This design comes from an exercise in tuning for small area, a short achievable clock period and few clock cycles per item on the open sky130 flow, not from production work. Function was not checked in any run shown here: the RTL went through the layout flow alone. No activity file was given, so power comes from the tool's default toggle rates.

## flow/design.v (module list and top-level ports; edited modules follow where they fit)
// module fp32_mul: 1114 lines
// module rnd23: 11 lines
// module add8c: 4 lines
// module fa: 4 lines
// module fa1: 4 lines
// module ha: 4 lines
module fp32_mul (
    input  wire        clk,
    input  wire        rst,
    input  wire        in_valid,
    input  wire [31:0] op_a,
    input  wire [31:0] op_b,
    output reg         out_valid,
    output reg  [31:0] result
);
  // ...
==> flow/run.sh <==
#!/bin/bash
# synth_recipe.tcl (not shown) runs the flow's synth.tcl, then flattens the netlist and writes it again
# the make line also repeats each setting of config.mk as NAME=value (left out here)
make -C /OpenROAD-flow-scripts/flow DESIGN_CONFIG=/design/flow/config.mk WORK_HOME=/design/flow/orfs CLKGATE_MAP_FILE= SYNTH_SCRIPT=/design/flow/synth_recipe.tcl finish
==> flow/config.mk <==
export PLATFORM = sky130hd
export DESIGN_NAME = fp32_mul
export DESIGN_NICKNAME = fp32_mul
export VERILOG_FILES = /design/flow/design.v
export SDC_FILE = /design/flow/constraint.sdc
export NUM_CORES = 4
export LEC_CHECK = 0
export CAP_MARGIN = 20
export CORE_MARGIN = 2
export CORE_UTILIZATION = 70
export SLEW_MARGIN = 80
export SYNTH_HIERARCHICAL = 1
==> flow/constraint.sdc <==
create_clock -name core_clock -period 11.0 [get_ports {clk}]
set_input_delay 2.2000 -clock core_clock [delete_from_list [all_inputs] [get_ports {clk}]]
set_output_delay 2.2000 -clock core_clock [all_outputs]
set_load 0.01 [all_outputs]
==> results_dict.tcl, run 1 <==
set metrics [dict create \
    status "timing/DRC/antenna clean" \
    drcViolationCount 0 \
    num-nets-final 2584 \
    coreArea_um2 29900 \
    overflow 0 \
    drive_above_1_share_pct 10.8 \
    clock_skew_ns 0.0151 \
    num_io_pins 100 \
    numPortBuffers 99 \
    cp.depth 9 \
    arrival_ns 4.69 \
    crit_type "flip-flop to flip-flop" \
    reg_top3 "rq x95, result x32, h3 x26" \
    leakage_nw 9.88 \
    slew_headroom_pct 78.3 \
    design_area_um2 24600 \
    crit_slowest_cell "fa_1" \
    finalNonFillerCells 2542 \
    syn_inst 2069 \
    rsz0062_at_grt "no" \
    r2r_start "fa1[18]" \
    firstDrtPassIters 8 \
    path_buf_inv 2 \
    fmax_mhz 236 \
    largest_reg_flops 95 \
    seqCellArea_um2 5240 \
    wl_met1_um 22200 \
    seq_share_pct 21.3 \
    cts_sinks 260 \
    fin_util_pct 82.4 \
    min_path_type "flip-flop to flip-flop" \
    path_clk_slew_ns 0.07 \
    wl_per_cell_um 23.1 \
    die_area_um2 32000 \
    p_int_mw 4.17 \
    multi_input_gates 1541 \
    post_cts_resized 0 \
]
==> run 2: changes to the inputs <==
--- a/flow/design.v
+++ b/flow/design.v
@@ -367,17 +367,17 @@
   assign bp11[17] = ((one1[11] & am[18]) | (two1[11] & am[17])) ^ neg1[11];
   assign bp11[18] = ((one1[11] & am[19]) | (two1[11] & am[18])) ^ neg1[11];
   assign bp11[19] = ((one1[11] & am[20]) | (two1[11] & am[19])) ^ neg1[11];
   assign bp11[20] = ((one1[11] & am[21]) | (two1[11] & am[20])) ^ neg1[11];
   assign bp11[21] = ((one1[11] & am[22]) | (two1[11] & am[21])) ^ neg1[11];
   assign bp11[22] = ((one1[11] & am[23]) | (two1[11] & am[22])) ^ neg1[11];
   assign bp11[23] = ((one1[11] & am[24]) | (two1[11] & am[23])) ^ neg1[11];
   assign bp11[24] = (two1[11] & am[24]) ^ neg1[11];
-  wire hs0, hc0, hs1, hc1, fs0, fc0, hs2, hc2, fs1, fc1, hs3, hc3, fs2, fc2, fs3, fc3, hs4, hc4, fs4, fc4, fs5, fc5, hs5, hc5, fs6, fc6, fs7, fc7, fs8, fc8, hs6, hc6, fs9, fc9, fs10, fc10, fs11, fc11, hs7, hc7, fs12, fc12, fs13, fc13, fs14, fc14, fs15, fc15, fs16, fc16, fs17, fc17, fs18, fc18, fs19, fc19, fs20, fc20, fs21, fc21, fs22, fc22, fs23, fc23, fs24, fc24, fs25, fc25, fs26, fc26, fs27, fc27, fs28, fc28, fs29, fc29, fs30, fc30, hs8, hc8, fs31, fc31, fs32, fc32, fs33, fc33, fs34, fc34, fs35, fc35, hs9, hc9, fs36, fc36, fs37, fc37, fs38, fc38, hs10, hc10, fs39, fc39, hs11, hc11, hs12, hc12, hs13, hc13, fs40, fc40, hs14, hc14, fs41, fc41, hs15, hc15, fs42, fc42, fs43, fc43, hs16, hc16, fs44, fc44, fs45, fc45, hs17, hc17, fs46, fc46, fs47, fc47, fs48, fc48, fs49, fc49, fs50, fc50, fs51, fc51, fs52, fc52, fs53, fc53, fs54, fc54, fs55, fc55, fs56, fc56, fs57, fc57, fs58, fc58, fs59, fc59, fs60, fc60, fs61, fc61, fs62, fc62, fs63, fc63, fs64, fc64, fs65, fc65, fs66, fc66, fs67, fc67, fs68, fc68, fs69, fc69, fs70, fc70, fs71, fc71, fs72, fc72, fs73, fc73, fs74, fc74, fs75, fc75, fs76, fc76, fs77, fc77, fs78, fc78, fs79, fc79, fs80, fc80, fs81, fc81, fs82, fc82, fs83, fc83, fs84, fc84, fs85, fc85, fs86, fc86, fs87, fc87, fs88, fc88, fs89, fc89, fs90, fc90, fs91, fc91, fs92, fc92, fs93, fc93, fs94, fc94, fs95, fc95, fs96, fc96, fs97, fc97, fs98, fc98, fs99, fc99, fs100, fc100, fs101, fc101, fs102, fc102, fs103, fc103, fs104, fc104, fs105, fc105, fs106, fc106, fs107, fc107, fs108, fc108, fs109, fc109, fs110, fc110, hs18, hc18, fs111, fc111, hs19, hc19, hs20, hc20, hs21, hc21, fs112, fc112, hs22, hc22, fs113, fc113, hs23, hc23, fs114, fc114, fs115, fc115, fs116, fc116, fs117, fc117, fs118, fc118, fs119, fc119, fs120, fc120, fs121, fc121, fs122, fc122, fs123, fc123, fs124, fc124, fs125, fc125, fs126, fc126, fs127, fc127, fs128, fc128, fs129, fc129, fs130, fc130, fs131, fc131, fs132, fc132, fs133, fc133, fs134, fc134, fs135, fc135, fs136, fc136, fs137, fc137, fs138, fc138, fs139, fc139, fs140, fc140, fs141, fc141, fs142, fc142, fs143, fc143, fs144, fc144, fs145, fc145, fs146, fc146, fs147, fc147, fs148, fc148, fs149, fc149, fs150, fc150, fs151, fc151, fs152, fc152, fs153, fc153, fs154, fc154, fs155, fc155, fs156, fc156, fs157, fc157, fs158, fc158, fs159, fc159, fs160, fc160, fs161, fc161, fs162, fc162, fs163, fc163, fs164, fc164, fs165, fc165, fs166, fc166, fs167, fc167, fs168, fc168, fs169, fc169, fs170, fc170, fs171, fc171, fs172, fc172, fs173, fc173, fs174, fc174, fs175, fc175, fs176, fc176, fs177, fc177, fs178, fc178, fs179, fc179, hs24, hc24, hs25, hc25, hs26, hc26, fs180, fc180, fs181, fc181, fs182, fc182, fs183, fc183, fs184, fc184, fs185, fc185, fs186, fc186, fs187, fc187, fs188, fc188, fs189, fc189, fs190, fc190, fs191, fc191, fs192, fc192, fs193, fc193, fs194, fc194, fs195, fc195, fs196, fc196, fs197, fc197, fs198, fc198, fs199, fc199, fs200, fc200, fs201, fc201, fs202, fc202, fs203, fc203, fs204, fc204, fs205, fc205, fs206, fc206, fs207, fc207, fs208, fc208, fs209, fc209, fs210, fc210, fs211, fc211, fs212, fc212, fs213, fc213, fs214, fc214, fs215, fc215, fs216, fc216, fs217, fc217, fs218, fc218, fs219, fc219, hs27, hc27, hs28, hc28, hs29, hc29, fs220, fc220, fs221, fc221, fs222, fc222, fs223, fc223, fs224, fc224, fs225, fc225, fs226, fc226, fs227, fc227, fs228, fc228, fs229, fc229, fs230, fc230, fs231, fc231, fs232, fc232, fs233, fc233, fs234, fc234, fs235, fc235, fs236, fc236, fs237, fc237, fs238, fc238, fs239, fc239, fs240, fc240, fs241, fc241, fs242, fc242, fs243, fc243, fs244, fc244, fs245, fc245, fs246, fc246, fs247, fc247, fs248, fc248, fs249, fc249, fs250, fc250, fs251, fc251, fs252, fc252, fs253, fc253, fs254, fc254, fs255, fc255, fs256, fc256, fs257, fc257, fs258, fc258, fs259, fc259, fs260, fc260, fs261, fc261, fs262, fc262, fs263, fc263;
+  wire hs0, hc0, hs1, hc1, fs0, fc0, hs2, hc2, fs1, fc1, hs3, hc3, fs2, fc2, fs3, fc3, hs4, hc4, fs4, fc4, fs5, fc5, hs5, hc5, fs6, fc6, fs7, fc7, fs8, fc8, hs6, hc6, fs9, fc9, fs10, fc10, fs11, fc11, hs7, hc7, fs12, fc12, fs13, fc13, fs14, fc14, fs15, fc15, fs16, fc16, fs17, fc17, fs18, fc18, fs19, fc19, fs20, fc20, fs21, fc21, fs22, fc22, fs23, fc23, fs24, fc24, fs25, fc25, fs26, fc26, fs27, fc27, fs28, fc28, fs29, fc29, fs30, fc30, hs8, hc8, fs31, fc31, fs32, fc32, fs33, fc33, fs34, fc34, fs35, fc35, hs9, hc9, fs36, fc36, fs37, fc37, fs38, fc38, hs10, hc10, fs39, fc39, hs11, hc11, hs12, hc12, hs13, hc13, fs40, fc40, hs14, hc14, fs41, fc41, hs15, hc15, fs42, fc42, fs43, fc43, hs16, hc16, fs44, fc44, fs45, fc45, hs17, hc17, fs46, fc46, fs47, fc47, fs48, fc48, fs49, fc49, fs50, fc50, fs51, fc51, fs52, fc52, fs53, fc53, fs54, fc54, fs55, fc55, fs56, fc56, fs57, fc57, fs58, fc58, fs59, fc59, fs60, fc60, fs61, fc61, fs62, fc62, fs63, fc63, fs64, fc64, fs65, fc65, fs66, fc66, fs67, fc67, fs68, fc68, fs69, fc69, fs70, fc70, fs71, fc71, fs72, fc72, fs73, fc73, fs74, fc74, fs75, fc75, fs76, fc76, fs77, fc77, fs78, fc78, fs79, fc79, fs80, fc80, fs81, fc81, fs82, fc82, fs83, fc83, fs84, fc84, fs85, fc85, fs86, fc86, fs87, fc87, fs88, fc88, fs89, fc89, fs90, fc90, fs91, fc91, fs92, fc92, fs93, fc93, fs94, fc94, fs95, fc95, fs96, fc96, fs97, fc97, fs98, fc98, fs99, fc99, fs100, fc100, fs101, fc101, fs102, fc102, fs103, fc103, fs104, fc104, fs105, fc105, fs106, fc106, fs107, fc107, fs108, fc108, fs109, fc109, fs110, fc110, hs18, hc18, fs111, fc111, hs19, hc19, hs20, hc20, hs21, hc21, fs112, fc112, hs22, hc22, fs113, fc113, hs23, hc23, fs114, fc114, fs115, fc115, fs116, fc116, fs117, fc117, fs118, fc118, fs119, fc119, fs120, fc120, fs121, fc121, fs122, fc122, fs123, fc123, fs124, fc124, fs125, fc125, fs126, fc126, fs127, fc127, fs128, fc128, fs129, fc129, fs130, fc130, fs131, fc131, fs132, fc132, fs133, fc133, fs134, fc134, fs135, fc135, fs136, fc136, fs137, fc137, fs138, fc138, fs139, fc139, fs140, fc140, fs141, fc141, fs142, fc142, fs143, fc143, fs144, fc144, fs145, fc145, fs146, fc146, fs147, fc147, fs148, fc148, fs149, fc149, fs150, fc150, fs151, fc151, fs152, fc152, fs153, fc153, fs154, fc154, fs155, fc155, fs156, fc156, fs157, fc157, fs158, fc158, fs159, fc159, fs160, fc160, fs161, fc161, fs162, fc162, fs163, fc163, fs164, fc164, fs165, fc165, fs166, fc166, fs167, fc167, fs168, fc168, fs169, fc169, fs170, fc170, fs171, fc171, fs172, fc172, fs173, fc173, fs174, fc174, fs175, fc175, fs176, fc176, fs177, fc177, fs178, fc178, fs179, fc179, hs24, hc24, hs25, hc25, hs26, hc26, fs180, fc180, fs181, fc181, fs182, fc182, fs183, fc183, fs184, fc184, fs185, fc185, fs186, fc186, fs187, fc187, fs188, fc188, fs189, fc189, fs190, fc190, fs191, fc191, fs192, fc192, fs193, fc193, fs194, fc194, fs195, fc195, fs196, fc196, fs197, fc197, fs198, fc198, fs199, fc199, fs200, fc200, fs201, fc201, fs202, fc202, fs203, fc203, fs204, fc204, fs205, fc205, fs206, fc206, fs207, fc207, fs208, fc208, fs209, fc209, fs210, fc210, fs211, fc211, fs212, fc212, fs213, fc213, fs214, fc214, fs215, fc215, fs216, fc216, fs217, fc217, fs218, fc218, fs219, fc219, hs27, hc27;
   ha u_ha0 (.a(neg1[8]), .b(bp0[16]), .s(hs0), .co(hc0));
   ha u_ha1 (.a(bp0[17]), .b(bp1[15]), .s(hs1), .co(hc1));
   fa u_fa0 (.a(neg1[9]), .b(bp0[18]), .c(bp1[16]), .s(fs0), .co(fc0));
   ha u_ha2 (.a(bp2[14]), .b(bp3[12]), .s(hs2), .co(hc2));
   fa u_fa1 (.a(bp0[19]), .b(bp1[17]), .c(bp2[15]), .s(fs1), .co(fc1));
   ha u_ha3 (.a(bp3[13]), .b(bp4[11]), .s(hs3), .co(hc3));
   fa u_fa2 (.a(neg1[10]), .b(bp0[20]), .c(bp1[18]), .s(fs2), .co(fc2));
   fa u_fa3 (.a(bp2[16]), .b(bp3[14]), .c(bp4[12]), .s(fs3), .co(fc3));
@@ -616,170 +616,171 @@
   fa u_fa213 (.a(fs172), .b(fc171), .c(fs173), .s(fs213), .co(fc213));
   fa u_fa214 (.a(fs174), .b(fc172), .c(fs175), .s(fs214), .co(fc214));
   fa u_fa215 (.a(fs176), .b(fc174), .c(fs177), .s(fs215), .co(fc215));
   fa u_fa216 (.a(~bp11[20]), .b(fs178), .c(fc176), .s(fs216), .co(fc216));
   fa u_fa217 (.a(bp11[21]), .b(bp11[20]), .c(fs179), .s(fs217), .co(fc217));
   fa u_fa218 (.a(bp11[22]), .b(hs24), .c(fc179), .s(fs218), .co(fc218));
   fa u_fa219 (.a(fa1[21]), .b(~neg1[10]), .c(bp11[23]), .s(fs219), .co(fc219));
   ha u_ha27 (.a(fa1[22]), .b(bp11[24]), .s(hs27), .co(hc27));
-  ha u_ha28 (.a(neg1[1]), .b(bp0[2]), .s(hs28), .co(hc28));
-  ha u_ha29 (.a(bp0[3]), .b(bp1[1]), .s(hs29), .co(hc29));
-  fa u_fa220 (.a(bp1[2]), .b(bp2[0]), .c(hs25), .s(fs220), .co(fc220));
-  fa u_fa221 (.a(bp2[1]), .b(hs26), .c(hc25), .s(fs221), .co(fc221));
-  fa u_fa222 (.a(hs20), .b(hc26), .c(fs180), .s(fs222), .co(fc222));
-  fa u_fa223 (.a(hc20), .b(fc180), .c(fs181), .s(fs223), .co(fc223));
-  fa u_fa224 (.a(fs112), .b(fs182), .c(fc181), .s(fs224), .co(fc224));
-  fa u_fa225 (.a(fc112), .b(fc182), .c(fs183), .s(fs225), .co(fc225));
-  fa u_fa226 (.a(fs115), .b(fs184), .c(fc183), .s(fs226), .co(fc226));
-  fa u_fa227 (.a(fc115), .b(fc184), .c(fs185), .s(fs227), .co(fc227));
-  fa u_fa228 (.a(fs119), .b(fs186), .c(fc185), .s(fs228), .co(fc228));
-  fa u_fa229 (.a(fc119), .b(fc186), .c(fs187), .s(fs229), .co(fc229));
-  fa u_fa230 (.a(fc121), .b(fs188), .c(fc187), .s(fs230), .co(fc230));
-  fa u_fa231 (.a(fc123), .b(fs189), .c(fc188), .s(fs231), .co(fc231));
-  fa u_fa232 (.a(fs127), .b(fs190), .c(fc189), .s(fs232), .co(fc232));
-  fa u_fa233 (.a(fc127), .b(fc190), .c(fs191), .s(fs233), .co(fc233));
-  fa u_fa234 (.a(fs131), .b(fs192), .c(fc191), .s(fs234), .co(fc234));
-  fa u_fa235 (.a(fc131), .b(fc192), .c(fs193), .s(fs235), .co(fc235));
-  fa u_fa236 (.a(fc133), .b(fs194), .c(fc193), .s(fs236), .co(fc236));
-  fa u_fa237 (.a(fc135), .b(fs195), .c(fc194), .s(fs237), .co(fc237));
-  fa u_fa238 (.a(fc137), .b(fs196), .c(fc195), .s(fs238), .co(fc238));
-  fa u_fa239 (.a(fc139), .b(fs197), .c(fc196), .s(fs239), .co(fc239));
-  fa u_fa240 (.a(fc141), .b(fs198), .c(fc197), .s(fs240), .co(fc240));
-  fa u_fa241 (.a(fc143), .b(fs199), .c(fc198), .s(fs241), .co(fc241));
-  fa u_fa242 (.a(fc145), .b(fs200), .c(fc199), .s(fs242), .co(fc242));
-  fa u_fa243 (.a(fc147), .b(fs201), .c(fc200), .s(fs243), .co(fc243));
-  fa u_fa244 (.a(fc149), .b(fs202), .c(fc201), .s(fs244), .co(fc244));
-  fa u_fa245 (.a(fc151), .b(fs203), .c(fc202), .s(fs245), .co(fc245));
-  fa u_fa246 (.a(fc153), .b(fs204), .c(fc203), .s(fs246), .co(fc246));
-  fa u_fa247 (.a(fc155), .b(fs205), .c(fc204), .s(fs247), .co(fc247));
-  fa u_fa248 (.a(fc157), .b(fs206), .c(fc205), .s(fs248), .co(fc248));
-  fa u_fa249 (.a(fc159), .b(fs207), .c(fc206), .s(fs249), .co(fc249));
-  fa u_fa250 (.a(fc161), .b(fs208), .c(fc207), .s(fs250), .co(fc250));
-  fa u_fa251 (.a(fc163), .b(fs209), .c(fc208), .s(fs251), .co(fc251));
-  fa u_fa252 (.a(fc165), .b(fs210), .c(fc209), .s(fs252), .co(fc252));
-  fa u_fa253 (.a(fc167), .b(fs211), .c(fc210), .s(fs253), .co(fc253));
-  fa u_fa254 (.a(fc169), .b(fs212), .c(fc211), .s(fs254), .co(fc254));
-  fa u_fa255 (.a(fc170), .b(fs213), .c(fc212), .s(fs255), .co(fc255));
-  fa u_fa256 (.a(fc173), .b(fs214), .c(fc213), .s(fs256), .co(fc256));
-  fa u_fa257 (.a(fc175), .b(fs215), .c(fc214), .s(fs257), .co(fc257));
-  fa u_fa258 (.a(fc177), .b(fs216), .c(fc215), .s(fs258), .co(fc258));
-  fa u_fa259 (.a(fc178), .b(fs217), .c(fc216), .s(fs259), .co(fc259));
-  fa1 u_fa260 (.a(fs218), .b(fc217), .s(fs260), .co(fc260));
-  fa u_fa261 (.a(hc24), .b(fs219), .c(fc218), .s(fs261), .co(fc261));
-  fa1 u_fa262 (.a(hs27), .b(fc219), .s(fs262), .co(fc262));
-  fa1 u_fa263 (.a(~neg1[11]), .b(hc27), .s(fs263), .co(fc263));
-  reg [94:0] rq;
+  reg [136:0] rq;
   reg        v2, s2, q2, kill2;
   reg [7:0]  e2;
   always @(posedge clk) begin
     if (rst) v2 <= 1'b0; else v2 <= v1;
     s2 <= s1;
     q2 <= q1;
     kill2 <= kill1;
     e2 <= e1;
-    rq <= {fc262, fs263, fc261, fs262, fc260, fs261, fc259, fs260, fc258, fs259, fc257, fs258, fc256, fs257, fc255, fs256, fc254, fs255, fc253, fs254, fc252, fs253, fc251, fs252, fc250, fs251, fc249, fs250, fc248, fs249, fc247, fs248, fc246, fs247, fc245, fs246, fc244, fs245, fc243, fs244, fc242, fs243, fc241, fs242, fc240, fs241, fc239, fs240, fc238, fs239, fc237, fs238, fc236, fs237, fc235, fs236, fc234, fs235, fc233, fs234, fc232, fs233, fc231, fs232, fc230, fs231, fc229, fs230, fc228, fs229, fc227, fs228, fc226, fs227, fc225, fs226, fc224, fs225, fc223, fs224, fc222, fs223, fc221, fs222, fc220, fs221, hc29, fs220, hc28, hs29, hs28, bp1[0], bp0[1], bp0[0], neg1[0]};
+    rq <= {hc27, ~neg1[11], fc219, hs27, fc218, fs219, hc24, fc217, fs218, fc216, fs217, fc178, fc215, fs216, fc177, fc214, fs215, fc175, fc213, fs214, fc173, fc212, fs213, fc170, fc211, fs212, fc169, fc210, fs211, fc167, fc209, fs210, fc165, fc208, fs209, fc163, fc207, fs208, fc161, fc206, fs207, fc159, fc205, fs206, fc157, fc204, fs205, fc155, fc203, fs204, fc153, fc202, fs203, fc151, fc201, fs202, fc149, fc200, fs201, fc147, fc199, fs200, fc145, fc198, fs199, fc143, fc197, fs198, fc141, fc196, fs197, fc139, fc195, fs196, fc137, fc194, fs195, fc135, fc193, fs194, fc133, fc192, fs193, fc131, fc191, fs192, fs131, fc190, fs191, fc127, fc189, fs190, fs127, fc188, fs189, fc123, fc187, fs188, fc121, fc186, fs187, fc119, fc185, fs186, fs119, fc184, fs185, fc115, fc183, fs184, fs115, fc182, fs183, fc112, fc181, fs182, fs112, fc180, fs181, hc20, hc26, fs180, hs20, hc25, hs26, bp2[1], hs25, bp2[0], bp1[2], bp1[1], bp0[3], bp1[0], bp0[2], neg1[1], bp0[1], bp0[0], neg1[0]};
   end
+  wire hs28, hc28, hs29, hc29, fs220, fc220, fs221, fc221, fs222, fc222, fs223, fc223, fs224, fc224, fs225, fc225, fs226, fc226, fs227, fc227, fs228, fc228, fs229, fc229, fs230, fc230, fs231, fc231, fs232, fc232, fs233, fc233, fs234, fc234, fs235, fc235, fs236, fc236, fs237, fc237, fs238, fc238, fs239, fc239, fs240, fc240, fs241, fc241, fs242, fc242, fs243, fc243, fs244, fc244, fs245, fc245, fs246, fc246, fs247, fc247, fs248, fc248, fs249, fc249, fs250, fc250, fs251, fc251, fs252, fc252, fs253, fc253, fs254, fc254, fs255, fc255, fs256, fc256, fs257, fc257, fs258, fc258, fs259, fc259, fs260, fc260, fs261, fc261, fs262, fc262, fs263, fc263;
+  ha u_ha28 (.a(rq[3]), .b(rq[4]), .s(hs28), .co(hc28));
+  ha u_ha29 (.a(rq[6]), .b(rq[7]), .s(hs29), .co(hc29));
+  fa u_fa220 (.a(rq[8]), .b(rq[9]), .c(rq[10]), .s(fs220), .co(fc220));
+  fa u_fa221 (.a(rq[11]), .b(rq[12]), .c(rq[13]), .s(fs221), .co(fc221));
+  fa u_fa222 (.a(rq[14]), .b(rq[15]), .c(rq[16]), .s(fs222), .co(fc222));
+  fa u_fa223 (.a(rq[17]), .b(rq[18]), .c(rq[19]), .s(fs223), .co(fc223));
+  fa u_fa224 (.a(rq[20]), .b(rq[21]), .c(rq[22]), .s(fs224), .co(fc224));
+  fa u_fa225 (.a(rq[23]), .b(rq[24]), .c(rq[25]), .s(fs225), .co(fc225));
+  fa u_fa226 (.a(rq[26]), .b(rq[27]), .c(rq[28]), .s(fs226), .co(fc226));
+  fa u_fa227 (.a(rq[29]), .b(rq[30]), .c(rq[31]), .s(fs227), .co(fc227));
+  fa u_fa228 (.a(rq[32]), .b(rq[33]), .c(rq[34]), .s(fs228), .co(fc228));
+  fa u_fa229 (.a(rq[35]), .b(rq[36]), .c(rq[37]), .s(fs229), .co(fc229));
+  fa u_fa230 (.a(rq[38]), .b(rq[39]), .c(rq[40]), .s(fs230), .co(fc230));
+  fa u_fa231 (.a(rq[41]), .b(rq[42]), .c(rq[43]), .s(fs231), .co(fc231));
+  fa u_fa232 (.a(rq[44]), .b(rq[45]), .c(rq[46]), .s(fs232), .co(fc232));
+  fa u_fa233 (.a(rq[47]), .b(rq[48]), .c(rq[49]), .s(fs233), .co(fc233));
+  fa u_fa234 (.a(rq[50]), .b(rq[51]), .c(rq[52]), .s(fs234), .co(fc234));
+  fa u_fa235 (.a(rq[53]), .b(rq[54]), .c(rq[55]), .s(fs235), .co(fc235));
+  fa u_fa236 (.a(rq[56]), .b(rq[57]), .c(rq[58]), .s(fs236), .co(fc236));
+  fa u_fa237 (.a(rq[59]), .b(rq[60]), .c(rq[61]), .s(fs237), .co(fc237));
+  fa u_fa238 (.a(rq[62]), .b(rq[63]), .c(rq[64]), .s(fs238), .co(fc238));
+  fa u_fa239 (.a(rq[65]), .b(rq[66]), .c(rq[67]), .s(fs239), .co(fc239));
+  fa u_fa240 (.a(rq[68]), .b(rq[69]), .c(rq[70]), .s(fs240), .co(fc240));
+  fa u_fa241 (.a(rq[71]), .b(rq[72]), .c(rq[73]), .s(fs241), .co(fc241));
+  fa u_fa242 (.a(rq[74]), .b(rq[75]), .c(rq[76]), .s(fs242), .co(fc242));
+  fa u_fa243 (.a(rq[77]), .b(rq[78]), .c(rq[79]), .s(fs243), .co(fc243));
+  fa u_fa244 (.a(rq[80]), .b(rq[81]), .c(rq[82]), .s(fs244), .co(fc244));
+  fa u_fa245 (.a(rq[83]), .b(rq[84]), .c(rq[85]), .s(fs245), .co(fc245));
+  fa u_fa246 (.a(rq[86]), .b(rq[87]), .c(rq[88]), .s(fs246), .co(fc246));
+  fa u_fa247 (.a(rq[89]), .b(rq[90]), .c(rq[91]), .s(fs247), .co(fc247));
+  fa u_fa248 (.a(rq[92]), .b(rq[93]), .c(rq[94]), .s(fs248), .co(fc248));
+  fa u_fa249 (.a(rq[95]), .b(rq[96]), .c(rq[97]), .s(fs249), .co(fc249));
+  fa u_fa250 (.a(rq[98]), .b(rq[99]), .c(rq[100]), .s(fs250), .co(fc250));
+  fa u_fa251 (.a(rq[101]), .b(rq[102]), .c(rq[103]), .s(fs251), .co(fc251));
+  fa u_fa252 (.a(rq[104]), .b(rq[105]), .c(rq[106]), .s(fs252), .co(fc252));
+  fa u_fa253 (.a(rq[107]), .b(rq[108]), .c(rq[109]), .s(fs253), .co(fc253));
+  fa u_fa254 (.a(rq[110]), .b(rq[111]), .c(rq[112]), .s(fs254), .co(fc254));
+  fa u_fa255 (.a(rq[113]), .b(rq[114]), .c(rq[115]), .s(fs255), .co(fc255));
+  fa u_fa256 (.a(rq[116]), .b(rq[117]), .c(rq[118]), .s(fs256), .co(fc256));
+  fa u_fa257 (.a(rq[119]), .b(rq[120]), .c(rq[121]), .s(fs257), .co(fc257));
+  fa u_fa258 (.a(rq[122]), .b(rq[123]), .c(rq[124]), .s(fs258), .co(fc258));
+  fa u_fa259 (.a(rq[125]), .b(rq[126]), .c(rq[127]), .s(fs259), .co(fc259));
+  fa1 u_fa260 (.a(rq[128]), .b(rq[129]), .s(fs260), .co(fc260));
+  fa u_fa261 (.a(rq[130]), .b(rq[131]), .c(rq[132]), .s(fs261), .co(fc261));
+  fa1 u_fa262 (.a(rq[133]), .b(rq[134]), .s(fs262), .co(fc262));
+  fa1 u_fa263 (.a(rq[135]), .b(rq[136]), .s(fs263), .co(fc263));
   wire gg1, pp2, gg3, pp4, gg5, pp6, gg7, pp8, gg9, pp10, gg11, pp12, gg13, pp14, gg15, pp16, gg17, pp18, gg19, pp20, gg21, pp22, gg23, pp24, gg25, pp26, gg27, pp28, gg29, pp30, gg31, pp32, gg33, pp34, gg35, pp36, gg37, pp38, gg39, pp40, gg41, pp42, gg43, pp44, gg45, pp46, gg47, pp48, gg49, pp50, gg51, pp52, gg53, pp54, gg55, pp56, gg57, pp58, gg59, pp60, gg61, pp62, gg63, pp64, gg65, pp66, gg67, pp68, gg69, pp70, gg71, pp72, gg73, pp74, gg75, pp76, gg77, pp78, gg79, pp80, gg81, pp82, gg83, pp84, gg85, pp86, gg87, pp88, gg89, pp90, gg91, pp92, gg93, pp94, gg95, pp96, g97, p98, g99, p100, g101, p102, g103, p104, g105, p106, g107, p108, g109, p110, g111, p112, g113, p114, g115, p116, g117, p118, g119, p120, g121, p122, g123, p124, g125, p126, g127, p128, g129, p130, g131, p132, g133, p134, g135, p136, g137, p138, g139, p140, g141, p142, g143, p144, g145, p146, g147, p148, g149, p150, g151, p152, g153, p154, g155, p156, g157, p158, g159, p160, g161, p162, g163, p164, g165, p166, g167, p168, g169, p170, g171, p172, g173, p174, g175, p176, g177, p178, g179, p180, g181, p182, g183, p184, g185, p186, g187, p188, g189, p190, g191, p192, g193, p194, g195, p196, g197, p198, g199, p200, g201, p202, g203, p204, g205, p206, g207, p208, g209, p210, g211, p212, g213, p214, g215, p216, g217, p218, g219, p220, g221, p222, g223, p224, g225, p226, g227, p228, g229, p230, g231, p232, g233, p234, g235, p236, g237, p238, g239, p240, g241, p242, g243, p244, g245, p246, g247, p248, g249, p250, g251, p252, g253, p254, g255, p256, g257, p258, g259, p260, g261, p262, g263, p264, g265, p266, g267, p268, g269, p270, g271, p272, g273, p274, g275, p276, g277, p278, g279, p280, g281, p282, g283, p284, g285, p286, g287, p288, g289, p290, g291, p292, g293, p294, g295, p296, g297, p298, g299, p300, g301, p302, g303, p304, g305, p306, g307, p308, g309, p310, g311, p312, g313, p314, g315, p316, g317, p318, g319, p320, g321, p322, g323, p324, g325, p326, g327, p328, g329, p330, g331, p332, g333, p334, g335, p336, g337, p338, g339, p340, g341, p342, g343, p344, g345, p346, g347, p348, g349, p350, g351, p352, g353, p354, g355, p356, z357, z358, z359, z360, z361, z362, z363, z364, z365, z366, z367, z368, z369, z370, z371, z372, z373, z374, z375, z376, z377, z378;
   assign gg1 = rq[0] & rq[1];
   assign pp2 = rq[0] ^ rq[1];
   assign gg3 = rq[2] & 1'b0;
   assign pp4 = rq[2] ^ 1'b0;
-  assign gg5 = rq[3] & rq[4];
-  assign pp6 = rq[3] ^ rq[4];
-  assign gg7 = rq[5] & rq[6];
-  assign pp8 = rq[5] ^ rq[6];
-  assign gg9 = rq[7] & rq[8];
-  assign pp10 = rq[7] ^ rq[8];
-  assign gg11 = rq[9] & rq[10];
-  assign pp12 = rq[9] ^ rq[10];
-  assign gg13 = rq[11] & rq[12];
-  assign pp14 = rq[11] ^ rq[12];
-  assign gg15 = rq[13] & rq[14];
-  assign pp16 = rq[13] ^ rq[14];
-  assign gg17 = rq[15] & rq[16];
-  assign pp18 = rq[15] ^ rq[16];
-  assign gg19 = rq[17] & rq[18];
-  assign pp20 = rq[17] ^ rq[18];
-  assign gg21 = rq[19] & rq[20];
-  assign pp22 = rq[19] ^ rq[20];
-  assign gg23 = rq[21] & rq[22];
-  assign pp24 = rq[21] ^ rq[22];
-  assign gg25 = rq[23] & rq[24];
-  assign pp26 = rq[23] ^ rq[24];
-  assign gg27 = rq[25] & rq[26];
-  assign pp28 = rq[25] ^ rq[26];
-  assign gg29 = rq[27] & rq[28];
-  assign pp30 = rq[27] ^ rq[28];
-  assign gg31 = rq[29] & rq[30];
-  assign pp32 = rq[29] ^ rq[30];
-  assign gg33 = rq[31] & rq[32];
-  assign pp34 = rq[31] ^ rq[32];
-  assign gg35 = rq[33] & rq[34];
-  assign pp36 = rq[33] ^ rq[34];
-  assign gg37 = rq[35] & rq[36];
-  assign pp38 = rq[35] ^ rq[36];
-  assign gg39 = rq[37] & rq[38];
-  assign pp40 = rq[37] ^ rq[38];
-  assign gg41 = rq[39] & rq[40];
-  assign pp42 = rq[39] ^ rq[40];
-  assign gg43 = rq[41] & rq[42];
-  assign pp44 = rq[41] ^ rq[42];
-  assign gg45 = rq[43] & rq[44];
-  assign pp46 = rq[43] ^ rq[44];
-  assign gg47 = rq[45] & rq[46];
-  assign pp48 = rq[45] ^ rq[46];
-  assign gg49 = rq[47] & rq[48];
-  assign pp50 = rq[47] ^ rq[48];
-  assign gg51 = rq[49] & rq[50];
-  assign pp52 = rq[49] ^ rq[50];
-  assign gg53 = rq[51] & rq[52];
-  assign pp54 = rq[51] ^ rq[52];
-  assign gg55 = rq[53] & rq[54];
-  assign pp56 = rq[53] ^ rq[54];
-  assign gg57 = rq[55] & rq[56];
-  assign pp58 = rq[55] ^ rq[56];
-  assign gg59 = rq[57] & rq[58];
-  assign pp60 = rq[57] ^ rq[58];
-  assign gg61 = rq[59] & rq[60];
-  assign pp62 = rq[59] ^ rq[60];
-  assign gg63 = rq[61] & rq[62];
-  assign pp64 = rq[61] ^ rq[62];
-  assign gg65 = rq[63] & rq[64];
-  assign pp66 = rq[63] ^ rq[64];
-  assign gg67 = rq[65] & rq[66];
-  assign pp68 = rq[65] ^ rq[66];
-  assign gg69 = rq[67] & rq[68];
-  assign pp70 = rq[67] ^ rq[68];
-  assign gg71 = rq[69] & rq[70];
-  assign pp72 = rq[69] ^ rq[70];
-  assign gg73 = rq[71] & rq[72];
-  assign pp74 = rq[71] ^ rq[72];
-  assign gg75 = rq[73] & rq[74];
-  assign pp76 = rq[73] ^ rq[74];
-  assign gg77 = rq[75] & rq[76];
-  assign pp78 = rq[75] ^ rq[76];
-  assign gg79 = rq[77] & rq[78];
-  assign pp80 = rq[77] ^ rq[78];
-  assign gg81 = rq[79] & rq[80];
-  assign pp82 = rq[79] ^ rq[80];
-  assign gg83 = rq[81] & rq[82];
-  assign pp84 = rq[81] ^ rq[82];
-  assign gg85 = rq[83] & rq[84];
-  assign pp86 = rq[83] ^ rq[84];
-  assign gg87 = rq[85] & rq[86];
-  assign pp88 = rq[85] ^ rq[86];
-  assign gg89 = rq[87] & rq[88];
-  assign pp90 = rq[87] ^ rq[88];
-  assign gg91 = rq[89] & rq[90];
-  assign pp92 = rq[89] ^ rq[90];
-  assign gg93 = rq[91] & rq[92];
-  assign pp94 = rq[91] ^ rq[92];
-  assign gg95 = rq[93] & rq[94];
-  assign pp96 = rq[93] ^ rq[94];
+  assign gg5 = rq[5] & hs28;
+  assign pp6 = rq[5] ^ hs28;
+  assign gg7 = hs29 & hc28;
+  assign pp8 = hs29 ^ hc28;
+  assign gg9 = fs220 & hc29;
+  assign pp10 = fs220 ^ hc29;
+  assign gg11 = fs221 & fc220;
+  assign pp12 = fs221 ^ fc220;
+  assign gg13 = fs222 & fc221;
+  assign pp14 = fs222 ^ fc221;
+  assign gg15 = fs223 & fc222;
+  assign pp16 = fs223 ^ fc222;
+  assign gg17 = fs224 & fc223;
+  assign pp18 = fs224 ^ fc223;
+  assign gg19 = fs225 & fc224;
+  assign pp20 = fs225 ^ fc224;
+  assign gg21 = fs226 & fc225;
+  assign pp22 = fs226 ^ fc225;
+  assign gg23 = fs227 & fc226;
+  assign pp24 = fs227 ^ fc226;
+  assign gg25 = fs228 & fc227;
+  assign pp26 = fs228 ^ fc227;
+  assign gg27 = fs229 & fc228;
+  assign pp28 = fs229 ^ fc228;
+  assign gg29 = fs230 & fc229;
+  assign pp30 = fs230 ^ fc229;
+  assign gg31 = fs231 & fc230;
+  assign pp32 = fs231 ^ fc230;
+  assign gg33 = fs232 & fc231;
+  assign pp34 = fs232 ^ fc231;
+  assign gg35 = fs233 & fc232;
+  assign pp36 = fs233 ^ fc232;
+  assign gg37 = fs234 & fc233;
+  assign pp38 = fs234 ^ fc233;
+  assign gg39 = fs235 & fc234;
+  assign pp40 = fs235 ^ fc234;
+  assign gg41 = fs236 & fc235;
+  assign pp42 = fs236 ^ fc235;
+  assign gg43 = fs237 & fc236;
+  assign pp44 = fs237 ^ fc236;
+  assign gg45 = fs238 & fc237;
+  assign pp46 = fs238 ^ fc237;
+  assign gg47 = fs239 & fc238;
+  assign pp48 = fs239 ^ fc238;
+  assign gg49 = fs240 & fc239;
+  assign pp50 = fs240 ^ fc239;
+  assign gg51 = fs241 & fc240;
+  assign pp52 = fs241 ^ fc240;
+  assign gg53 = fs242 & fc241;
+  assign pp54 = fs242 ^ fc241;
+  assign gg55 = fs243 & fc242;
+  assign pp56 = fs243 ^ fc242;
+  assign gg57 = fs244 & fc243;
+  assign pp58 = fs244 ^ fc243;
+  assign gg59 = fs245 & fc244;
+  assign pp60 = fs245 ^ fc244;
+  assign gg61 = fs246 & fc245;
+  assign pp62 = fs246 ^ fc245;
+  assign gg63 = fs247 & fc246;
+  assign pp64 = fs247 ^ fc246;
+  assign gg65 = fs248 & fc247;
+  assign pp66 = fs248 ^ fc247;
+  assign gg67 = fs249 & fc248;
+  assign pp68 = fs249 ^ fc248;
+  assign gg69 = fs250 & fc249;
+  assign pp70 = fs250 ^ fc249;
+  assign gg71 = fs251 & fc250;
+  assign pp72 = fs251 ^ fc250;
+  assign gg73 = fs252 & fc251;
+  assign pp74 = fs252 ^ fc251;
+  assign gg75 = fs253 & fc252;
+  assign pp76 = fs253 ^ fc252;
+  assign gg77 = fs254 & fc253;
+  assign pp78 = fs254 ^ fc253;
+  assign gg79 = fs255 & fc254;
+  assign pp80 = fs255 ^ fc254;
+  assign gg81 = fs256 & fc255;
+  assign pp82 = fs256 ^ fc255;
+  assign gg83 = fs257 & fc256;
+  assign pp84 = fs257 ^ fc256;
+  assign gg85 = fs258 & fc257;
+  assign pp86 = fs258 ^ fc257;
+  assign gg87 = fs259 & fc258;
+  assign pp88 = fs259 ^ fc258;
+  assign gg89 = fs260 & fc259;
+  assign pp90 = fs260 ^ fc259;
+  assign gg91 = fs261 & fc260;
+  assign pp92 = fs261 ^ fc260;
+  assign gg93 = fs262 & fc261;
+  assign pp94 = fs262 ^ fc261;
+  assign gg95 = fs263 & fc262;
+  assign pp96 = fs263 ^ fc262;
   assign g97 = gg1 | (pp2 & 1'b0);
   assign p98 = pp2 & 1'b0;
   assign g99 = gg5 | (pp6 & gg3);
   assign p100 = pp6 & pp4;
   assign g101 = gg9 | (pp10 & gg7);
   assign p102 = pp10 & pp8;
   assign g103 = gg13 | (pp14 & gg11);
   assign p104 = pp14 & pp12;
@@ -1059,36 +1060,36 @@
   assign h[20] = pp86 ^ g343;
   assign h[21] = pp88 ^ g345;
   assign h[22] = pp90 ^ g347;
   assign h[23] = pp92 ^ g349;
   assign h[24] = pp94 ^ g351;
   assign h[25] = pp96 ^ g353;
   assign z357 = rq[0] ^ rq[1];
   assign z358 = (rq[2] ^ 1'b0) ^ (rq[0] | rq[1]);
-  assign z359 = (rq[3] ^ rq[4]) ^ (rq[2] | 1'b0);
-  assign z360 = (rq[5] ^ rq[6]) ^ (rq[3] | rq[4]);
-  assign z361 = (rq[7] ^ rq[8]) ^ (rq[5] | rq[6]);
-  assign z362 = (rq[9] ^ rq[10]) ^ (rq[7] | rq[8]);
-  assign z363 = (rq[11] ^ rq[12]) ^ (rq[9] | rq[10]);
-  assign z364 = (rq[13] ^ rq[14]) ^ (rq[11] | rq[12]);
-  assign z365 = (rq[15] ^ rq[16]) ^ (rq[13] | rq[14]);
-  assign z366 = (rq[17] ^ rq[18]) ^ (rq[15] | rq[16]);
-  assign z367 = (rq[19] ^ rq[20]) ^ (rq[17] | rq[18]);
-  assign z368 = (rq[21] ^ rq[22]) ^ (rq[19] | rq[20]);
-  assign z369 = (rq[23] ^ rq[24]) ^ (rq[21] | rq[22]);
-  assign z370 = (rq[25] ^ rq[26]) ^ (rq[23] | rq[24]);
-  assign z371 = (rq[27] ^ rq[28]) ^ (rq[25] | rq[26]);
-  assign z372 = (rq[29] ^ rq[30]) ^ (rq[27] | rq[28]);
-  assign z373 = (rq[31] ^ rq[32]) ^ (rq[29] | rq[30]);
-  assign z374 = (rq[33] ^ rq[34]) ^ (rq[31] | rq[32]);
-  assign z375 = (rq[35] ^ rq[36]) ^ (rq[33] | rq[34]);
-  assign z376 = (rq[37] ^ rq[38]) ^ (rq[35] | rq[36]);
-  assign z377 = (rq[39] ^ rq[40]) ^ (rq[37] | rq[38]);
-  assign z378 = (rq[41] ^ rq[42]) ^ (rq[39] | rq[40]);
+  assign z359 = (rq[5] ^ hs28) ^ (rq[2] | 1'b0);
+  assign z360 = (hs29 ^ hc28) ^ (rq[5] | hs28);
+  assign z361 = (fs220 ^ hc29) ^ (hs29 | hc28);
+  assign z362 = (fs221 ^ fc220) ^ (fs220 | hc29);
+  assign z363 = (fs222 ^ fc221) ^ (fs221 | fc220);
+  assign z364 = (fs223 ^ fc222) ^ (fs222 | fc221);
+  assign z365 = (fs224 ^ fc223) ^ (fs223 | fc222);
+  assign z366 = (fs225 ^ fc224) ^ (fs224 | fc223);
+  assign z367 = (fs226 ^ fc225) ^ (fs225 | fc224);
+  assign z368 = (fs227 ^ fc226) ^ (fs226 | fc225);
+  assign z369 = (fs228 ^ fc227) ^ (fs227 | fc226);
+  assign z370 = (fs229 ^ fc228) ^ (fs228 | fc227);
+  assign z371 = (fs230 ^ fc229) ^ (fs229 | fc228);
+  assign z372 = (fs231 ^ fc230) ^ (fs230 | fc229);
+  assign z373 = (fs232 ^ fc231) ^ (fs231 | fc230);
+  assign z374 = (fs233 ^ fc232) ^ (fs232 | fc231);
+  assign z375 = (fs234 ^ fc233) ^ (fs233 | fc232);
+  assign z376 = (fs235 ^ fc234) ^ (fs234 | fc233);
+  assign z377 = (fs236 ^ fc235) ^ (fs235 | fc234);
+  assign z378 = (fs237 ^ fc236) ^ (fs236 | fc235);
   wire sticky = z357 | z358 | z359 | z360 | z361 | z362 | z363 | z364 | z365 | z366 | z367 | z368 | z369 | z370 | z371 | z372 | z373 | z374 | z375 | z376 | z377 | z378;
   reg        v3, s3, q3, st3;
   reg [7:0]  e3;
   reg [25:0] h3;
   always @(posedge clk) begin
     if (rst) v3 <= 1'b0; else v3 <= v2;
     s3 <= s2;
     q3 <= q2;
==> flow/config.mk (replaced) <==
export PLATFORM = sky130hd
export DESIGN_NAME = fp32_mul
export DESIGN_NICKNAME = fp32_mul
export VERILOG_FILES = /design/flow/design.v
export SDC_FILE = /design/flow/constraint.sdc
export NUM_CORES = 4
export LEC_CHECK = 0
export CAP_MARGIN = 20
export CORE_MARGIN = 2
export CORE_UTILIZATION = 60
export SLEW_MARGIN = 70
export SYNTH_HIERARCHICAL = 1
==> results_dict.tcl, run 2 <==
set metrics [dict create \
    htree_num_levels 2 \
    slew_headroom_pct 69.6 \
    setup_viol 0 \
    syn_area_per_cell_um2 10.4 \
    arrival_ns 4.15 \
    numPortBuffers 99 \
    finalHoldViolations 0 \
    cts_sinks 302 \
    syn_area_um2 22300 \
    ir_drop_mv 0.211 \
    multi_input_area_um2 15200 \
    drcViolationCount 0 \
    p_per_area_nw_per_um2 318 \
    whs_ns 0.324 \
    initial_core_util_pct 60.8 \
    seqCellArea_um2 6060 \
    track_usage_pct 31.6 \
    grt_pass1_vias 17700 \
    highest-signal-layer "met4" \
    grt_max_degree 30 \
    die_w_um 197 \
    cp-start-kind "input pin" \
    diodes 0 \
    worst_setup_path_end_kind "flip-flop" \
    top_register "rq" \
    clockRootBuffer "clkbuf_16" \
    wl_met1_um 22900 \
    cts_setup_buffers 0 \
    die_y_um 197 \
    cp_cell_sequence "clkdlybuf4s50_1, nor4_1, nand2_1, nand2_1, nor3_4, buf_2, buf_2, and2_1, ha_1" \
    slowest_delay_ns 0.43 \
    post_cts_resized 0 \
    vias_per_cell 6.20 \
    via_count 16600 \
    antenna_left 0 \
    crit_type "input pin to flip-flop" \
    fin_tns_setup_ns 0 \
    drv_cap 0 \
    coreArea_um2 36600 \
    drt_iter0_markers 1422 \
    cp_top_family "simple AND/OR/NAND/NOR gates" \
    wl_met2_um 27200 \
    final_cell_mix "xnor2_1, dfxtp_1, a22oi_1" \
    cts_tree "done" \
    largest_reg_flops 137 \
    syn_nets 2584 \
    dpl.cell_count 2606 \
    fp-row-count 70 \
    grt_pass1_wl_um 94700 \
    drive_above_1_share_pct 8.17 \
    num-nets-final 2629 \
    tightest_slew_ns 0.456 \
    p_total_mw 7.95 \
    leakage_nw 10.0 \
    num_io_pins 100 \
    gp_congestion 0.870 \
    crit_slowest_cell "clkdlybuf4s50_1" \
    cts_buffers 35 \
    fin_crit_sh_pct 33.8 \
    path_clk_slew_ns 0.05 \
    wl_met3_um 6310 \
    rsz0062_at_grt "no" \
    hpwlAfterDp_um 39700 \
    firstDrtPassIters 6 \
    syn_inst 2131 \
    nFillCells 2874 \
    die_area_um2 38600 \
    wirelength_um 58600 \
    cp.required_ns 11.44 \
    overflow 0 \
    ctsHoldBuffers 0 \
    yosys_warnings 7 \
    antenna_found_initial 0 \
    final_common_cell "xnor2_1" \
    slew_viol_final 0 \
    clock_skew_ns 0.0184 \
    finalNonFillerCells 2670 \
    post-route-min-period_ns 3.71 \
    clock_latency_ns 0.55 \
    reg_top3 "rq x137, result x32, h3 x26" \
    path_buf_inv 3 \
    wl_per_cell_um 21.9 \
    min_path_type "flip-flop to flip-flop" \
    syn_to_final_growth_pct 12.3 \
    fmax_mhz 269 \
    clockBufferDepth 3 \
    cp_max_fo 13 \
    status "timing/DRC/antenna clean" \
]
-- run 2: final timing paths --
check / startpoint / endpoint / slack [ns] / cells past startpoint
worst max-delay path: op_a[27] / one1[1] / 7.29 / 9
worst min-delay path: e2[5] / e3[5] / 0.32 / 0
worst max register to register: rq[38] / h3[9] / 7.44 / 12
worst min register to register: e2[5] / e3[5] / 0.32 / 0
-- run 2: worst reg2reg max path, stage by stage (launching register included) --
cell,delay [ns]
dfxtp_1,0.33
fa_1,0.56
inv_1,0.05
ha_1,0.34
and4_1,0.28
o211a_1,0.20
a211oi_4,0.36
a21oi_2,0.17
o21ai_2,0.25
inv_1,0.09
a21boi_0,0.30
fa_1,0.48
nor2_1,0.10
-- run 2: through the flow --
stage | instance area (µm²) | utilization, % | setup WS (ns)
after floorplan | 22300 | - | 7.55
after global placement | 23600 | 64.6 | 6.52
after detailed placement | 23800 | 64.9 | 6.71
after CTS | 25000 | 68.2 | 7.28
after global routing | 25000 | 68.3 | 7.09
final | 25000 | 68.3 | 7.29
-- run 2: power breakdown --
part           total (mW)  internal, mW  switching, mW
clock network        1.18         0.714          0.466
logic                4.96          2.27           2.69
registers            1.80          1.55          0.250
-- run 2: cell type report --
cell class	instances	share of cell area, %
timing repair buffer	166	6.12
inverter	115	1.73
clock buffer	49	4.00
multi-input combinational	1556	60.8
clock inverter	14	0.736
sequential	302	24.2
tap	468	2.34
-- run 2: per-layer routing --
layer | up-vias | track usage [%]
li1 | 7395 | -
met1 | 8070 | 39.6
met2 | 913 | 51.5
met3 | 185 | 9.14
met4 | 0 | 12.8
met5 | - | 0
==> run 3: changes to the inputs <==
==> flow/flow/run.sh (new file) <==
#!/bin/bash
# Layout flow: the standard ORFS flow (standard.sh, unchanged synthesis),
# with the port buffers made from a regular buffer cell rather than the
# delay-buffer cell that buffer_ports picks by default.
set -euo pipefail
cd "$(dirname "$0")/.."
bash standard.sh "BUFFER_PORTS_ARGS=-buffer_cell sky130_fd_sc_hd__buf_2" finish > flow_make.log 2>&1
==> flow/standard.sh (new file) <==
#!/bin/bash
# synth_recipe.tcl (not shown) runs the flow's synth.tcl, then flattens the netlist and writes it again
# the make line also repeats each setting of config.mk as NAME=value (left out here)
make -C /OpenROAD-flow-scripts/flow DESIGN_CONFIG=/design/flow/config.mk WORK_HOME=/design/flow/orfs CLKGATE_MAP_FILE= SYNTH_SCRIPT=/design/flow/synth_recipe.tcl "${@:-finish}"
removed: flow/run.sh
==> results_dict.tcl, run 3 <==
set metrics [dict create \
    status "timing/DRC/antenna clean" \
    drcViolationCount 0 \
    slew_headroom_pct 70.3 \
    track_usage_pct 31.3 \
    p_total_mw 7.79 \
    via_count 16400 \
    dpl_worst_slack_ns 7.01 \
    cts_buffers 34 \
    firstDrtPassIters 6 \
    syn_inst 2131 \
    cp-start-kind "flip-flop" \
    cts_setup_buffers 0 \
    p_per_area_nw_per_um2 319 \
    numPortBuffers 99 \
    hpwlAfterDp_um 39300 \
    worst_setup_path_end_kind "flip-flop" \
    yosys_warnings 7 \
    finalHoldViolations 0 \
    p_int_mw 4.42 \
    clockRootBuffer "clkbuf_16" \
    syn_area_per_cell_um2 10.4 \
    antenna_found_initial 3 \
    final_cell_mix "xnor2_1, dfxtp_1, a22oi_1" \
    nFillCells 2963 \
    multi_input_area_um2 15200 \
    die_y_um 197 \
    power_frac_seq_pct 23.2 \
    gp_congestion 0.844 \
    switchingPower_mw 3.37 \
    vias_per_cell 6.17 \
    holdPathStages 0 \
    overflow 0 \
    min_path_type "flip-flop to flip-flop" \
    die_w_um 197 \
    highest-signal-layer "met5" \
    initial_core_util_pct 60.8 \
    antenna_left 0 \
    cts_tree "done" \
    fin_crit_sh_pct 32.4 \
    syn_nets 2584 \
    arrival_ns 4.04 \
    p_sw_share_pct 43.3 \
    path_clk_slew_ns 0.06 \
    post-route-min-period_ns 3.57 \
    cts_sinks 302 \
    grt_max_degree 30 \
    grt_pass1_wl_um 93800 \
    clock_latency_ns 0.56 \
    post_cts_resized 0 \
    clock_skew_ns 0.0254 \
    syn_area_um2 22300 \
    crit_type "flip-flop to flip-flop" \
    grt_pass1_vias 17300 \
    num_io_pins 100 \
    leakage_nw 9.95 \
    wl_per_cell_um 21.9 \
    top_register "rq" \
    ctsHoldBuffers 0 \
    ir_drop_mv 0.207 \
    wirelength_um 58400 \
    tightest_slew_ns 0.446 \
    wl_met2_um 26600 \
    largest_reg_flops 137 \
    comb_power_share_pct 62.5 \
    setup_viol 0 \
    coreArea_um2 36600 \
    num-nets-final 2623 \
    reg2reg_depth 12 \
    fp-row-count 70 \
    reg_top3 "rq x137, result x32, h3 x26" \
    rsz0062_at_grt "no" \
    fmax_mhz 280 \
    fin_tns_setup_ns 0 \
    htree_num_levels 2 \
    wl_met1_um 24100 \
    syn_to_final_growth_pct 9.64 \
    cp.required_ns 11.48 \
    cp_max_fo 4 \
    fin_ws_ns 7.43 \
    seqCellArea_um2 6080 \
    drive_above_1_share_pct 12.8 \
    drv_cap 0 \
    die_area_um2 38600 \
    wl_met3_um 5710 \
    drt_iter0_markers 1342 \
    final_common_cell "xnor2_1" \
    clock_power_share_pct 14.3 \
    clockBufferDepth 3 \
    slew_viol_final 0 \
]
[run 3: worst paths after layout]
path	start	end	slack (ns)
min	e2[3]	e3[3]	0.32
max	rq[38]	h3[9]	7.43
max reg2reg	rq[38]	h3[9]	7.43
min reg2reg	e2[3]	e3[3]	0.32
[run 3: layout make-up]
cell class | instances | area share [%]
Multi-Input combinational cell | 1556 | 62.3
Tap cell | 468 | 2.40
Clock inverter | 15 | 0.523
Timing Repair Buffer | 161 | 4.08
Antenna cell | 2 | 0.0205
Inverter | 115 | 1.77
Sequential cell | 302 | 24.9
Clock buffer | 46 | 4.01
[run 3: through the flow]
stage	instances	instance area [µm²]	util, %	hold WS (ns)
global placement	2595	23100	63.1	0.310
floorplan	2131	22300	-	0.310
CTS	2663	24400	66.6	0.326
detailed placement	2602	23300	63.5	0.312
global route	2665	24400	66.6	0.338
finish	2665	24400	66.6	0.324
[run 3: critical path: stages (launching register included)]
cell,delay (ns)
dfxtp_1,0.32
fa_1,0.57
inv_1,0.05
ha_1,0.35
and4_1,0.28
o211a_1,0.18
a211oi_2,0.36
a21oi_2,0.19
o21ai_2,0.25
inv_1,0.09
a21boi_0,0.27
fa_1,0.46
nor2_1,0.10
[run 3: power groups by stage]
| stage | combinational [mW] | clock [mW] | sequential, mW |
|---|---|---|---|
| floorplan | 3.59 | 0 | 1.80 |
| global placement | 4.72 | 0 | 1.82 |
| detailed placement | 4.88 | 0 | 1.83 |
| CTS | 4.91 | 1.14 | 1.81 |
| global route | 5.55 | 1.18 | 1.86 |
| finish | 4.87 | 1.11 | 1.81 |
[run 3: layer usage]
metal,track usage [%],vias up
met5,0,-
met4,11.9,2
met3,7.87,149
met2,50.5,793
met1,41.0,8115
li1,-,7376

==> what the ideal ports hide <==
In the flow no input, the clock included, has a driving cell. The finished layouts below were timed again as built, in two steps. Step 1: set_driving_cell puts a clkbuf_16 on clk and a buf_2 on each other input, an assumption about the parent block. Step 2, shift: input delay + t, output delay - t, t = (earliest + latest rising clock arrival at the registers) / 2. This alone moves slack from input paths to output paths. Three values: ideal ports, drivers, drivers and shift; two values: the first two.
run	shift t [ns]	slack for setup (ns)	hold WS [ns]	worst register clock-pin slew, ns	worst slew at a driven data input, ns
run 1	0.623	6.757 / 6.757 / 6.757	0.326 / 0.326 / 0.326	0.07 / 0.07	0.05
run 2	0.601	7.286 / 7.305 / 6.718	0.324 / 0.324 / 0.324	0.06 / 0.06	0.05
run 3	0.607	7.433 / 7.433 / 7.022	0.324 / 0.324 / 0.324	0.06 / 0.06	0.06
After both steps setup and hold are still met in every run listed. The setup slack of run 2, which loses most, moves by +0.019 ns with the drivers and by -0.568 ns with both steps.
